This is an optimization exercise on Yosys and OpenROAD, whose aim is small area, not a production implementation.
In this exercise RTL edits were held to simulation tests only and were not proved equivalent to the original.
Power figures rest on the tool's default switching activity, not on a simulated workload.

// MazeRunner
module MazeRunner(clk,RST_n,SS_n,MOSI,MISO,SCLK,PWMR,PWML,
                  DIRR,DIRL,IR_EN,BMPL_n,BMPR_n,buzz,
                  buzz_n,RX,LED);
For scale: about 1000 cells after synthesis, roughly 220 flip-flops, ~24 I/O pins, ~12000 sq um of cells after synthesis.
make LEC_CHECK=0 CAP_MARGIN=20 CORE_MARGIN=2 CORE_UTILIZATION=40 PLACE_DENSITY=0.6 SLEW_MARGIN=20 finish   # period 10.0 ns
run.sh (not shown) runs the stock make flow with config.mk's settings and CLKGATE_MAP_FILE= SYNTH_SCRIPT=/design/flow/synth_recipe.tcl, a recipe that flattens the netlist after the stock synthesis.
Edit:
- CTS_BUF_LIST: not set -> sky130_fd_sc_hd__clkbuf_4
- CTS_CLUSTER_DIAMETER: not set -> 40
- CTS_CLUSTER_SIZE: not set -> 10
What happened: The changed run completed with no timing, DRC or antenna violations. Synthesized cell count stays the same. Area after synthesis stays the same. Cell count is higher slightly.
Edit:
- CTS_BUF_LIST: sky130_fd_sc_hd__clkbuf_4 -> sky130_fd_sc_hd__clkbuf_8
- CTS_CLUSTER_DIAMETER: 40 -> 60
- CTS_CLUSTER_SIZE: 10 -> 16
=> The changed run went through all stages and came out clean. Clock power fell by 12%. Setup slack gets worse by 6.7 ps. Total power fell by about 5%. Via count fell by 1.7%. Hold slack is about the same.

MazeRunner, a different RTL version from the one above (not shown whole).
For scale: ~1300 cells after synthesis, ~220 flip-flops, about 24 I/O pins, about 0.010 mm^2 of cells after synthesis.
==> flow/config.mk <==
export PLATFORM = sky130hd
export DESIGN_NAME = MazeRunner
export DESIGN_NICKNAME = MazeRunner
export VERILOG_FILES = /design/flow/design.v
export SDC_FILE = /design/flow/constraint.sdc
export NUM_CORES = 4
export LEC_CHECK = 0
export CAP_MARGIN = 20
export CORE_MARGIN = 2
export CORE_UTILIZATION = 80
export CTS_BUF_LIST = sky130_fd_sc_hd__clkbuf_8
export CTS_CLUSTER_DIAMETER = 60
export CTS_CLUSTER_SIZE = 16
export PLACE_DENSITY = 0.85
export SLEW_MARGIN = 20
==> flow/constraint.sdc <==
create_clock -name core_clock -period 10.0 [get_ports {clk}]
set_input_delay 2.0000 -clock core_clock [delete_from_list [all_inputs] [get_ports {clk}]]
set_output_delay 2.0000 -clock core_clock [all_outputs]
set_load 0.01 [all_outputs]
standard.sh (not shown) runs the stock make flow with config.mk's settings and CLKGATE_MAP_FILE= SYNTH_SCRIPT=/design/flow/synth_recipe.tcl, a recipe that flattens the netlist after the stock synthesis.
==> flow/flow/run.sh <==
#!/bin/bash
# Own flow: the standard layout, with synthesis mapped for area by ABC
# (no full-adder cell extraction: ABC maps the adders too).
# Synthesis runs first with flow/synth_area.tcl (the standard flow's synthesis script
# with a different ABC script); standard.sh then runs the remaining steps
# from the synthesized netlist.  Each tool's output goes to its own log.
set -euo pipefail
W=$(pwd)
make -C "$FLOW_HOME" DESIGN_CONFIG="$W/config.mk" WORK_HOME="$W/orfs" CLKGATE_MAP_FILE= \
  SYNTH_SCRIPT="$W/flow/synth_area.tcl" ADDER_MAP_FILE= synth > "$W/synth.log" 2>&1
# clock tree: clkbuf_8 leaves over clusters of up to 16 registers, no
# dummy loads
export CTS_ARGS="-sink_clustering_enable -repair_clock_nets -sink_clustering_size 16 -sink_clustering_max_diameter 60 -buf_list sky130_fd_sc_hd__clkbuf_8 -dont_use_dummy_load"
# every port still gets a buffer, the smallest one
export BUFFER_PORTS_ARGS="-buffer_cell sky130_fd_sc_hd__buf_1"
bash "$W/standard.sh" finish > "$W/layout.log" 2>&1
test -s "$W/out/final.def"
==> flow/flow/abc_area.script <==
strash
dc2
dc2
balance
rewrite
refactor
balance
rewrite
rewrite -z
balance
refactor -z
rewrite -z
balance
dch -f
amap
topo
dnsize -c
==> flow/flow/synth_area.tcl <==
# The standard synthesis script (synth_recipe.tcl), with the ABC step
# mapping for area: same passes, same registers; only the combinational
# mapping script differs.
set area_script [file join [file dirname [file normalize [info script]]] abc_area.script]
proc synth {args} { yosys synth -nofsm -noshare {*}$args }
proc abc {args} {
  global area_script
  set i [lsearch $args -script]
  if {$i >= 0} {
    set args [lreplace $args $i [expr {$i + 1}] -script $area_script]
  }
  yosys abc {*}$args
}
source $::env(SCRIPTS_DIR)/synth.tcl
# left out here: clear keep_hierarchy, flatten, clean up, hide names made inside functions, write 1_2_yosys.v
The baseline went through all stages and came out clean.
Rerun with:
CORE_UTILIZATION = 65   (was 80)
PLACE_DENSITY = 0.75   (was 0.85)
Effect:
- The changed run went through all stages and came out clean
- register-to-register slack gains 0.37 ns
- core utilization came out lower by 17 points
- via count goes down by 8.4%
- critical path depth came out lower by 29

## oak
Starting RTL as in the previous note.
clock: 10.0 ns
lec_check: 0
cap_margin: 20
core_margin: 2
core_utilization: 65
cts_buf_list: sky130_fd_sc_hd__clkbuf_8
cts_cluster_diameter: 60
cts_cluster_size: 16
place_density: 0.75
slew_margin: 20
==> flow/flow/run.sh <==
#!/bin/bash
# Own flow: the standard layout, with synthesis mapped for area by ABC
# (no full-adder cell extraction: ABC maps the adders too).
# Synthesis runs first with flow/synth_area.tcl (the standard flow's synthesis script
# with a different ABC script); standard.sh then runs the remaining steps
# from the synthesized netlist.  Each tool's output goes to its own log.
set -euo pipefail
W=$(pwd)
make -C "$FLOW_HOME" DESIGN_CONFIG="$W/config.mk" WORK_HOME="$W/orfs" CLKGATE_MAP_FILE= \
  SYNTH_SCRIPT="$W/flow/synth_area.tcl" ADDER_MAP_FILE= synth > "$W/synth.log" 2>&1
# clock tree: clkbuf_8 leaves over clusters of up to 16 registers, no
# dummy loads
export CTS_ARGS="-sink_clustering_enable -repair_clock_nets -sink_clustering_size 10 -sink_clustering_max_diameter 40 -buf_list sky130_fd_sc_hd__clkbuf_4 -dont_use_dummy_load"
# every port still gets a buffer, the smallest one
export BUFFER_PORTS_ARGS="-buffer_cell sky130_fd_sc_hd__buf_1"
bash "$W/standard.sh" finish > "$W/layout.log" 2>&1
test -s "$W/out/final.def"
Scripts as last shown in full above: flow/flow/abc_area.script, flow/flow/synth_area.tcl
oak finished every stage and its layout cleared the timing, design-rule and antenna checks.
Changes in pine relative to oak:
-- flow/flow/run.sh --
<<< oak, line 12
# dummy loads
export CTS_ARGS="-sink_clustering_enable -repair_clock_nets -sink_clustering_size 10 -sink_clustering_max_diameter 40 -buf_list sky130_fd_sc_hd__clkbuf_4 -dont_use_dummy_load"
# every port still gets a buffer, the smallest one
>>> pine, line 12
# dummy loads
export CTS_ARGS="-sink_clustering_enable -repair_clock_nets -sink_clustering_size 30 -sink_clustering_max_diameter 60 -buf_list sky130_fd_sc_hd__clkbuf_16 -dont_use_dummy_load"
# every port still gets a buffer, the smallest one
### Flow results
pine was carried through to the last stage, and its layout satisfied the timing, design-rule and antenna checks.
pine vs oak, clock buffer count from CTS went down by 19.
Diff oak -> pine: setup slack saw an increase; power saw an increase; final critical-path required period saw a decrease; fmax saw an increase.
